Background: an optimization exercise with open tools, aiming at small area and a short achievable clock period. Do not read the settings as production practice. In this exercise RTL edits were held to simulation tests only and were not proved equivalent to the original. The flow treats the clock pin as an ideal source, which a real chip does not have.

==> flow/design.v (excerpt) <==
module rotational_cordic (
  output logic data_out_rot,
  output logic [15:0] xprime,
  output logic [15:0] yprime,
  input logic [15:0] x,
  input logic [15:0] y,
  input logic [15:0] theta,
  input logic clk, reset, start
);
export LEC_CHECK = 0
export CAP_MARGIN = 20
export CORE_MARGIN = 2
export CORE_UTILIZATION = 75
export CTS_CLUSTER_DIAMETER = 120
export CTS_CLUSTER_SIZE = 28
export SLEW_MARGIN = 20
create_clock -name core_clock -period 13.0 [get_ports {clk}]
standard.sh (not shown) runs the stock make flow with config.mk's settings and CLKGATE_MAP_FILE= SYNTH_SCRIPT=/design/flow/synth_recipe.tcl, a recipe that flattens the netlist after the stock synthesis.
==> flow/flow/run.sh <==
#!/bin/bash
set -euo pipefail
export BUFFER_PORTS_ARGS="-buffer_cell sky130_fd_sc_hd__buf_2"
export SETUP_SLACK_MARGIN=9.4
bash standard.sh finish > standard.log 2>&1
The baseline passed the timing, design-rule and antenna checks.
Next try:
- CORE_UTILIZATION: 75 -> 80
- CTS_CLUSTER_DIAMETER: 120 -> 100
- CTS_CLUSTER_SIZE: 28 -> 30
Result:
- non-clock buffer count is higher by 2
- sequential cell count stays the same
- via count came out higher by 1.7%
Next try:
- CORE_UTILIZATION: 80 -> 75
After rerunning: Count of clock-buffer cells in the layout increases by 6; setup slack gains 53 ps; register-to-register slack is about the same; design area increases slightly; routed wire length decreases by a few percent; clock skew increases by 11 ps; hold slack loses 3.2 ps; die area increases by a few percent.
Next try:
- CORE_UTILIZATION: 75 -> 65
- CTS_BUF_LIST: unset -> sky130_fd_sc_hd__clkbuf_8 sky130_fd_sc_hd__clkbuf_16
- CTS_CLUSTER_DIAMETER: 100 -> 60
- CTS_CLUSTER_SIZE: 30 -> 25
=>
- The new run passed the timing, design-rule and antenna checks
- setup slack loses 31 ps
- clock skew came out higher by 5.0 ps
- global-route usage came out lower by 3.3 points
- cell count is higher by 4.2%
- synthesized cell count stays the same

========
Setup of the reference run:
rotational_cordic, a different RTL version from the one above (not shown whole).
Size in the first run: about 4800 cells after synthesis, roughly 840 flip-flops.
clock: 13.0 ns
lec_check: 0
cap_margin: 20
core_margin: 2
core_utilization: 65
cts_cluster_diameter: 60
cts_cluster_size: 25
slew_margin: 20
==> flow/flow/run.sh <==
#!/bin/bash
set -euo pipefail
export BUFFER_PORTS_ARGS="-buffer_cell sky130_fd_sc_hd__buf_2"
export SETUP_SLACK_MARGIN=9.4
export POST_CTS_TCL="$PWD/flow/recover.tcl"
bash standard.sh finish > standard.log 2>&1
==> flow/flow/recover.tcl <==
# Downsize cells that have timing slack beyond the setup margin (area/power recovery).
log_cmd estimate_parasitics -placement
log_cmd repair_timing -recover_power 100 -setup_margin $::env(SETUP_SLACK_MARGIN)
set result [catch { detailed_placement } msg]
if { $result != 0 } { error "Detailed placement failed after power recovery: $msg" }
check_placement -verbose
The following lists how the trial run was set up differently from the reference run:
==> flow/flow/run.sh <==
#!/bin/bash
set -euo pipefail
export BUFFER_PORTS_ARGS="-buffer_cell sky130_fd_sc_hd__buf_2"
export SETUP_SLACK_MARGIN=9.4
bash standard.sh finish > standard.log 2>&1
removed: flow/flow/recover.tcl
## What came out
Between the reference run and the trial run, the global-route met3 utilization figures differ only marginally.
The trial run and the reference run ended up with roughly the same final worst-path cycle share.
[compare] base=the reference run new=the trial run: setup slack went down 7.0 ps; routed wire length held; final cell count held.

========
## rev 12
rotational_cordic with an RTL version that a note above also has.
Size in the first run: about 840 flip-flops, roughly 84 I/O pins.
Settings: LEC_CHECK=0, CAP_MARGIN=20, CORE_MARGIN=2, CORE_UTILIZATION=75, CTS_CLUSTER_DIAMETER=130, CTS_CLUSTER_SIZE=30, SLEW_MARGIN=20; clock period 13.0 ns.
==> flow/flow/run.sh <==
#!/bin/bash
set -euo pipefail
export BUFFER_PORTS_ARGS="-buffer_cell sky130_fd_sc_hd__buf_2"
export SETUP_SLACK_MARGIN=9.4
bash standard.sh finish > standard.log 2>&1
Rev 12: full flow OK, the timing, design-rule and antenna checks passed
Inputs modified between rev 12 and rev 13:
Settings: CTS_CLUSTER_DIAMETER: 130 -> 100.
==> flow/flow/run.sh <==
#!/bin/bash
set -euo pipefail
export BUFFER_PORTS_ARGS="-buffer_cell sky130_fd_sc_hd__buf_2"
export SETUP_SLACK_MARGIN=9.3
export POST_CTS_TCL="$PWD/flow/recover.tcl"
bash standard.sh finish > standard.log 2>&1
==> flow/flow/recover.tcl (new file) <==
# Downsize cells that have timing slack beyond the setup margin (area/power recovery).
log_cmd estimate_parasitics -placement
log_cmd repair_timing -recover_power 100 -setup_margin $::env(SETUP_SLACK_MARGIN)
set result [catch { detailed_placement } msg]
if { $result != 0 } { error "Detailed placement failed after power recovery: $msg" }
check_placement -verbose
Results
Delta (rev 13 minus rev 12): detailed-routing wirelength on met1 increased by 1.6% relative to the old numbers, synthesis-to-finish area growth picked up an extra 0.70 points, share of the clock period used by the worst path shows a reduction of 0.30 points, global-route usage went up 0.39 points. Between rev 12 and rev 13, the difference in flip-flop and latch area is negligible. Number of clock buffers in the layout in rev 13 vs rev 12: up 26%. Comparing rev 12 and rev 13, minimum period implied by the final worst setup slack is lower on rev 13. Between rev 12 and rev 13, number of DRC markers in iteration 0 is lower for rev 13, rev 12 comes in above that. Rev 13 ended up with a higher worst setup slack than rev 12 did.

========
rotational_cordic again, from the RTL that the note above started with.
==> flow/config.mk <==
export PLATFORM = sky130hd
export DESIGN_NAME = rotational_cordic
export DESIGN_NICKNAME = rotational_cordic
export VERILOG_FILES = /design/flow/design.v
export SDC_FILE = /design/flow/constraint.sdc
export NUM_CORES = 4
export LEC_CHECK = 0
export CAP_MARGIN = 20
export CORE_MARGIN = 2
export CORE_UTILIZATION = 75
export CTS_CLUSTER_DIAMETER = 90
export CTS_CLUSTER_SIZE = 32
export SLEW_MARGIN = 20
==> flow/constraint.sdc <==
create_clock -name core_clock -period 13.0 [get_ports {clk}]
set_input_delay 2.6000 -clock core_clock [delete_from_list [all_inputs] [get_ports {clk}]]
set_output_delay 2.6000 -clock core_clock [all_outputs]
set_load 0.01 [all_outputs]
==> flow/flow/run.sh <==
#!/bin/bash
set -euo pipefail
export BUFFER_PORTS_ARGS="-buffer_cell sky130_fd_sc_hd__buf_2"
export SETUP_SLACK_MARGIN=9.4
bash standard.sh finish > standard.log 2>&1
The starting point ran to the end with no violations.
Then changed:
--- a/flow/config.mk
+++ b/flow/config.mk
@@ -11,2 +11,2 @@
-export CTS_CLUSTER_DIAMETER = 90
-export CTS_CLUSTER_SIZE = 32
+export CTS_CLUSTER_DIAMETER = 80
+export CTS_CLUSTER_SIZE = 35
=> Synthesized cell count is unchanged. Final area rises by 0.36%. Sequential cell count is unchanged. Setup slack loses 0.060 ns. Area after synthesis does not change.
Then changed:
--- a/flow/config.mk
+++ b/flow/config.mk
@@ -10,3 +10,4 @@
-export CORE_UTILIZATION = 75
-export CTS_CLUSTER_DIAMETER = 80
-export CTS_CLUSTER_SIZE = 35
+export CORE_UTILIZATION = 65
+export CTS_CLUSTER_DIAMETER = 60
+export CTS_CLUSTER_SIZE = 25
+export PLACE_DENSITY = 0.85
Result: The new run finished clean. Sequential share of layout area came out lower by 0.72 points. Via count came out higher by about 2%. Worst setup slack improves by 0.021 ns. Hold slack degrades by 0.014 ns. Die area came out higher by about 15%. Cell area came out higher by 2.2%. Global-route usage came out lower by 2.5 points.
Then changed:
--- a/flow/flow/run.sh
+++ b/flow/flow/run.sh
@@ -4 +3,0 @@
-export SETUP_SLACK_MARGIN=9.4
--- a/flow/config.mk
+++ b/flow/config.mk
@@ -10,4 +10,3 @@
-export CORE_UTILIZATION = 65
-export CTS_CLUSTER_DIAMETER = 60
-export CTS_CLUSTER_SIZE = 25
-export PLACE_DENSITY = 0.85
+export CORE_UTILIZATION = 75
+export CTS_CLUSTER_DIAMETER = 120
+export CTS_CLUSTER_SIZE = 28
Setup slack got worse by 0.22 ns. Area after synthesis stays the same. Maximum frequency went down by 5.6%. Die area went down by 13%. Sequential share of layout area climbs by 1.2 points.
Then changed:
--- a/flow/flow/run.sh
+++ b/flow/flow/run.sh
@@ -3,0 +4 @@
+export SETUP_SLACK_MARGIN=9.4
--- a/flow/config.mk
+++ b/flow/config.mk
@@ -8 +8 @@
-export CAP_MARGIN = 20
+export CAP_MARGIN = 0
@@ -11,3 +11,3 @@
-export CTS_CLUSTER_DIAMETER = 120
-export CTS_CLUSTER_SIZE = 28
-export SLEW_MARGIN = 20
+export CTS_CLUSTER_DIAMETER = 100
+export CTS_CLUSTER_SIZE = 30
+export SLEW_MARGIN = 0
Result:
- design area goes up by 0.93%
- die area does not change
- core utilization rose by 0.74 points
- worst setup slack improves by 0.26 ns
Then changed:
--- a/flow/config.mk
+++ b/flow/config.mk
@@ -8 +8 @@
-export CAP_MARGIN = 0
+export CAP_MARGIN = 20
@@ -10,4 +10,4 @@
-export CORE_UTILIZATION = 75
-export CTS_CLUSTER_DIAMETER = 100
-export CTS_CLUSTER_SIZE = 30
-export SLEW_MARGIN = 0
+export CORE_UTILIZATION = 65
+export CTS_CLUSTER_DIAMETER = 60
+export CTS_CLUSTER_SIZE = 25
+export SLEW_MARGIN = 20
After rerunning:
- worst hold slack is worse by 0.0073 ns
- routed wire length decreases by 1.1%
- die area grows by 15%
- global-route usage decreases by 3.3 points
- setup slack gets worse by 0.031 ns
- synthesized area is unchanged
- synthesized cell count stays the same
- register-to-register slack hardly moves
- sequential cell count stays the same

[what the ideal ports hide]
Ports are ideal in the flow. The routed layouts listed here were re-timed in OpenROAD.
Step 1 assumes that a clkbuf_16 drives the clock port and a buf_2 every other input.
Step 2, shift: input delay + t, output delay - t, t = (earliest + latest rising clock arrival at the registers) / 2. This alone moves slack from input paths to output paths.
a / b / c = ideal / step 1 / step 2; a / b = the first two.
run | t (ns) | setup slack, ns | latest minus earliest clock arrival (ns)
the first run of note 1 | 0.647 | 9.310 / 9.244 / 9.444 | 0.024 / 0.023
the second run of note 1 | 0.700 | 9.249 / 9.185 / 9.449 | 0.019 / 0.020
the third run of note 1 | 0.649 | 9.303 / 9.242 / 9.440 | 0.029 / 0.030
the fourth run of note 1 | 0.708 | 9.272 / 9.203 / 9.438 | 0.035 / 0.036
the reference run | 0.686 | 9.302 / 9.236 / 9.653 | 0.041 / 0.041
the trial run | 0.686 | 9.295 / 9.229 / 9.645 | 0.042 / 0.041
rev 12 | 0.691 | 9.262 / 9.200 / 9.451 | 0.019 / 0.018
rev 13 | 0.657 | 9.302 / 9.240 / 9.366 | 0.020 / 0.021
the first run of note 4 | 0.643 | 9.307 / 9.245 / 9.439 | 0.025 / 0.024
the second run of note 4 | 0.659 | 9.247 / 9.184 / 9.456 | 0.029 / 0.029
the third run of note 4 | 0.701 | 9.268 / 9.208 / 9.427 | 0.043 / 0.043
the fourth run of note 4 | 0.649 | 9.047 / 9.047 / 9.047 | 0.019 / 0.019
the fifth run of note 4 | 0.649 | 9.303 / 9.242 / 9.440 | 0.029 / 0.030
the sixth run of note 4 | 0.708 | 9.272 / 9.203 / 9.438 | 0.035 / 0.036
After both steps setup and hold are still met in every run listed.
